This design comes from an exercise in tuning for small area on the open sky130 flow, not from production work.
Function was checked by simulation only, so behaviour that the tests miss may differ from the original.

run 1:
==> module top_nexys_a7, before the edit <==
module top_nexys_a7 (
    input  logic       clock,
    input  logic       reset,
    input  logic       hx711_data_in,
    output logic       hx711_sclk_out,
    output logic [5:0] states_led,
    output logic [7:0] DDP,
    output logic [7:0] AN
);
    logic ce;
    logic sync1, sync2;
    always_ff @(posedge clock)
        if (ce) begin
            sync1 <= hx711_data_in;
            sync2 <= sync1;
        end
    logic [23:0] si;
    logic        done, last_phase;
    hx711driver inst_hx711_driver (
        .clk(clock), .reset(reset), .ce(ce), .hx711_in(sync2),
        .dout(si), .hx711_done_tick(done), .sclk(hx711_sclk_out), .last_phase(last_phase));
    logic tick;
    assign tick = done & ~ce;
    localparam logic [2:0] ST_IDLE = 3'd0, ST_S1 = 3'd1, ST_S2 = 3'd2, ST_S3 = 3'd3,
                           ST_PREP = 3'd4, ST_DIV = 3'd5, ST_UPD = 3'd6, ST_CLN = 3'd7;
    logic [2:0]  state;
    logic [16:0] timer;         
    logic [28:0] acc;           
    logic        sn;            
    logic [4:0]  cnt;           
    logic [1:0]  outl;          
    logic [23:0] om;            
    logic        sgn;           
    logic        zero;          
    logic        led;
    logic [4:0]  rem;           
    logic [5:0]  pv;            
    logic        pneg;
    logic tmax;                 
    assign tmax = timer[16] & timer[15] & timer[10] & timer[9] & timer[7]
                & timer[4] & timer[3] & timer[2] & timer[1] & timer[0];
    logic in_idle, in_smp, in_s3, in_prep, in_div, in_upd, in_cln;
    assign in_idle = (state == ST_IDLE);
    assign in_smp  = (state == ST_S1) | (state == ST_S2) | (state == ST_S3);
    assign in_s3   = (state == ST_S3);
    assign in_prep = (state == ST_PREP);
    assign in_div  = (state == ST_DIV);
    assign in_upd  = (state == ST_UPD);
    assign in_cln  = (state == ST_CLN);
    logic cnt_nz;
    assign cnt_nz = |cnt;
    logic [24:0] diff;
    rca #(25) u_diff (.a({si[23], si}), .b(~{sgn, om}), .cin(~sgn), .s(diff), .cout());
    logic lo_lt, lo_le;
    lt_const #(14, 14'd15000) u_lt (.a(diff[13:0]), .lt(lo_lt));
    lt_const #(14, 14'd1385)  u_le (.a(diff[13:0]), .lt(lo_le));
    logic d_small;
    assign d_small = diff[24] ? ((&diff[23:14]) & ~lo_le) : (~(|diff[23:14]) & lo_lt);
    logic accept;
    assign accept = d_small | zero | (&outl);
    logic dshift;
    assign dshift = in_div & timer[5] & (timer[4] | timer[3] | timer[2] | (timer[1] & timer[0]));
    logic en_s, en_p;
    assign en_s = in_s3 & accept;
    assign en_p = in_prep & acc[28];
    logic [28:0] addb, asum;
    assign addb = ({{5{si[23]}}, si} & {29{en_s}}) | (acc & {29{dshift}}) | {29{en_p}};
    rca #(29) u_acc (.a(acc), .b(addb), .cin(1'b0), .s(asum), .cout());
    logic t_inc, t_clr;
    assign t_clr = (in_idle & ~tick & tmax) | in_upd;
    assign t_inc = (in_idle & ~tick) | (in_smp & ~tmax) | in_div;
    logic [16:0] timer_n;
    rinc #(17) u_tinc (.a(timer), .cin(t_inc), .s(timer_n));
    logic [4:0] cnt_n;
    rinc #(5) u_cinc (.a(cnt), .cin(en_s), .s(cnt_n));
    logic dbit;
    assign dbit = dshift & (acc[28] ^ sn);
    logic [5:0] rt, rsub;
    assign rt = {rem, dbit};
    logic qbit;
    rca #(6) u_dsub (.a(rt), .b(~{1'b0, cnt}), .cin(1'b1), .s(rsub), .cout(qbit));
    logic rot;
    logic mshift;
    assign mshift = in_div & timer[5] & (timer[4] | timer[3]);
    logic xg, yg;
    assign xg = (om[23] ^ sgn) & mshift;
    assign yg = qbit & mshift;
    logic p_f, p_inc, p_dec;
    assign p_f   = xg ^ yg;
    assign p_inc = ~sgn & sn & xg & yg;
    assign p_dec = sgn ? (sn ? (xg & ~yg) : (xg | yg)) : (~sn & ~xg & yg);
    logic [6:0] pc;
    logic [5:0] pu;
    assign pc[0] = p_inc | p_dec;
    genvar gi;
    for (gi = 0; gi < 6; gi++) begin : g_pu
        assign pu[gi]   = pv[gi] ^ pc[gi];
        assign pc[gi+1] = pc[gi] & (pv[gi] ^ p_dec);
    end
    logic p_borrow, p_clamp;
    assign p_borrow = p_dec & pc[6];
    assign p_clamp  = mshift & ~p_borrow & (pu[5] | (p_inc & pc[6]));
    logic pv_lt51;
    lt_const #(6, 6'd51) u_p51 (.a(pv), .lt(pv_lt51));
    always_ff @(posedge clock, posedge reset)
        if (reset) begin
            state <= ST_IDLE;
            outl  <= '0;
            om    <= '0;
            sgn   <= 1'b0;
            zero  <= 1'b1;
            led   <= 1'b0;
        end else begin
            case (state)
                ST_IDLE: if (tick) state <= ST_S1; else if (tmax) state <= ST_PREP;
                ST_S1:   state <= ST_S2;
                ST_S2:   state <= ST_S3;
                ST_S3:   state <= ST_IDLE;
                ST_PREP: state <= cnt_nz ? ST_DIV : ST_UPD;
                ST_DIV:  if (&timer[5:0]) state <= ST_UPD;
                ST_UPD:  state <= ST_CLN;
                default: state <= ST_IDLE;
            endcase
            if (in_s3) begin
                if (accept) outl <= '0;
                else        outl <= {outl[1] | outl[0], ~outl[0]};
            end
            if (in_prep & cnt_nz) zero <= 1'b1;
            if (mshift) begin
                om   <= {om[22:0], qbit ^ sn};
                zero <= zero & ~qbit;
            end else if (rot)
                om   <= {om[22:0], om[23]};
            if (in_upd) begin
                led <= 1'b0;
                if (cnt_nz) begin
                    sgn <= sn;
                    led <= ~pneg & ~pv_lt51;
                end
            end
        end
    always_ff @(posedge clock) begin
        timer <= (t_clr | reset) ? 17'd0 : timer_n;
        acc   <= reset ? 29'd0 : asum;      
        if (in_prep) sn <= acc[28];
        cnt   <= (in_cln | reset) ? 5'd0 : cnt_n;
    end
    always_ff @(posedge clock) begin
        rem  <= in_prep ? 5'd0 : (qbit ? rsub[4:0] : rt[4:0]);
        pv   <= p_clamp ? 6'd63 : {pu[4:0], p_f};
        pneg <= mshift & (pneg | p_borrow);
    end
    assign states_led = {led, 1'b0, led, led, 1'b0, led};
    seven_seg_driver inst_display (
        .clock(clock), .reset(reset), .om_msb(om[23]), .sgn(sgn), .qbit(qbit),
        .busy_soon(last_phase), .rot(rot),
        .wend(in_prep | in_div | in_upd), .q_mode(in_div & timer[5]),
        .q_clr(in_div & timer[5] & ~timer[4] & ~timer[3]), .load(in_upd & cnt_nz),
        .ce(ce), .segments_out(DDP), .anodes_out(AN));
endmodule
Settings: LEC_CHECK=0, CAP_MARGIN=20, CORE_MARGIN=2, CORE_UTILIZATION=60, SLEW_MARGIN=20; clock period 40.0 ns.
standard.sh (not shown) runs the stock make flow with config.mk's settings and CLKGATE_MAP_FILE= SYNTH_SCRIPT=/design/flow/synth_recipe.tcl, a recipe that flattens the netlist after the stock synthesis.
==> flow/flow/run.sh <==
#!/bin/bash
# Standard layout (standard synthesis unchanged), with two layout options:
# output port buffers use buf_1, and the clock tree uses clkbuf_8 without
# dummy loads.
set -uo pipefail
bash standard.sh \
  DONT_BUFFER_PORTS=1 \
  "PRE_GLOBAL_PLACE_TCL=$PWD/flow/pre_gpl.tcl" \
  "CTS_ARGS=-sink_clustering_enable -repair_clock_nets -buf_list sky130_fd_sc_hd__clkbuf_8 -dont_use_dummy_load" \
  finish > flow_make.log 2>&1
status=$?
cp -r orfs/logs flow_logs 2>/dev/null || true
exit $status
==> flow/flow/pre_gpl.tcl <==
# Port buffering in place of the standard step (DONT_BUFFER_PORTS=1):
# every input and output port still gets a buffer; outputs use buf_1.
buffer_ports -inputs
buffer_ports -outputs -buffer_cell sky130_fd_sc_hd__buf_1
--- input diff run 1..run 2 ---
--- a/flow/design.v
+++ b/flow/design.v
@@ -244,6 +244,9 @@
     logic        led;
     logic [4:0]  rem;           
-    logic [5:0]  pv;            
-    logic        pneg;
+    logic [4:0]  pv;            
+    logic        pflag;         
+    assign rem   = timer[10:6];
+    assign pv    = timer[15:11];
+    assign pflag = timer[16];
     logic tmax;                 
     assign tmax = timer[16] & timer[15] & timer[10] & timer[9] & timer[7]
@@ -299,17 +302,21 @@
     assign p_inc = ~sgn & sn & xg & yg;
     assign p_dec = sgn ? (sn ? (xg & ~yg) : (xg | yg)) : (~sn & ~xg & yg);
-    logic [6:0] pc;
-    logic [5:0] pu;
+    logic [5:0] pc;
+    logic [4:0] pu;             
     assign pc[0] = p_inc | p_dec;
     genvar gi;
-    for (gi = 0; gi < 6; gi++) begin : g_pu
+    for (gi = 0; gi < 5; gi++) begin : g_pu
         assign pu[gi]   = pv[gi] ^ pc[gi];
         assign pc[gi+1] = pc[gi] & (pv[gi] ^ p_dec);
     end
-    logic p_borrow, p_clamp;
-    assign p_borrow = p_dec & pc[6];
-    assign p_clamp  = mshift & ~p_borrow & (pu[5] | (p_inc & pc[6]));
-    logic pv_lt51;
-    lt_const #(6, 6'd51) u_p51 (.a(pv), .lt(pv_lt51));
+    logic p_borrow, p_ovf, p_neg;
+    assign p_borrow = p_dec & pc[5];           
+    assign p_ovf    = p_inc & pc[5];           
+    assign p_neg    = pflag | p_borrow;
+    logic [4:0] pv_n;
+    assign pv_n = (pu[4] | p_ovf) ? 5'd31 : {pu[3:0], p_f};
+    logic pu_lt26, p_alert;
+    lt_const #(5, 5'd26) u_p26 (.a(pu), .lt(pu_lt26));
+    assign p_alert = ~p_neg & (p_ovf | ~pu_lt26 | ((pu == 5'd25) & p_f));
     always_ff @(posedge clock, posedge reset)
         if (reset) begin
@@ -345,5 +352,5 @@
                 if (cnt_nz) begin
                     sgn <= sn;
-                    led <= ~pneg & ~pv_lt51;
+                    led <= pflag;
                 end
             end
@@ -351,13 +358,11 @@
     always_ff @(posedge clock) begin
         timer <= (t_clr | reset) ? 17'd0 : timer_n;
+        if (in_div)
+            timer[16:6] <= {(&timer[5:0]) ? p_alert : p_neg, pv_n,
+                            qbit ? rsub[4:0] : rt[4:0]};
         acc   <= reset ? 29'd0 : asum;      
         if (in_prep) sn <= acc[28];
         cnt   <= (in_cln | reset) ? 5'd0 : cnt_n;
     end
-    always_ff @(posedge clock) begin
-        rem  <= in_prep ? 5'd0 : (qbit ? rsub[4:0] : rt[4:0]);
-        pv   <= p_clamp ? 6'd63 : {pu[4:0], p_f};
-        pneg <= mshift & (pneg | p_borrow);
-    end
     assign states_led = {led, 1'b0, led, led, 1'b0, led};
     seven_seg_driver inst_display (
Notes after the runs:
Comparing run 2 and run 1, the higher synthesized netlist cell count was measured on run 1. Worst voltage drop across the vdd grid, run 2 and run 1: lower on run 1. Delta (run 2 minus run 1): met3 wire length shrank by about 30%, number of stages on the worst setup path shows an increase of 1, total global routing track utilization +0.84 points, floorplan row count went down by 1. Run 1 -> run 2: design area decreased by a few percent. Compared to run 1, run 2 has mapped cell area 210 um^2 lower. Diff run 2 and run 1: transition time of the tightest slew-check pin lower in run 1. Area overhead of the layout relative to synthesis in run 2 is 0.16 points below run 1. Run 1 → run 2: non-clock buffer contribution to total cell area held steady, area fraction in compound gates after synthesis saw an increase, routed wire length per instance moved up, total die area shows a reduction of about 2.1%.

separate check: timing with driven ports:
Ports are ideal in the flow. The routed layouts listed here were re-timed in OpenROAD.
Step 1 (the two cells are an assumption about what drives the block):
set clk [get_ports {clock}]
set_driving_cell -lib_cell sky130_fd_sc_hd__clkbuf_16 $clk
set_driving_cell -lib_cell sky130_fd_sc_hd__buf_2 [delete_from_list [all_inputs] $clk]
Step 2 adds t to the input delays and takes it off the output delays; t is the mean of the earliest and latest rising clock arrival at the registers after step 1. Input paths then give back, and output paths get back, about the clock's delay inside the block.
Three values: no drivers, after step 1, after step 2; two values: the first two.
run	shift t [ns]	setup slack, ns	worst setup path at the end	clock arrival spread, ns	pins driven straight from the clock port
run 1	0.488	15.568 / 15.568 / 15.568	register to register	0.022 / 0.022	1
run 2	0.486	15.844 / 15.821 / 15.821	register to register	0.031 / 0.031	1
After both steps every run listed still meets setup and hold. The setup slack of run 2, which loses most, moves by -0.023 ns with the drivers and by -0.023 ns with both steps.
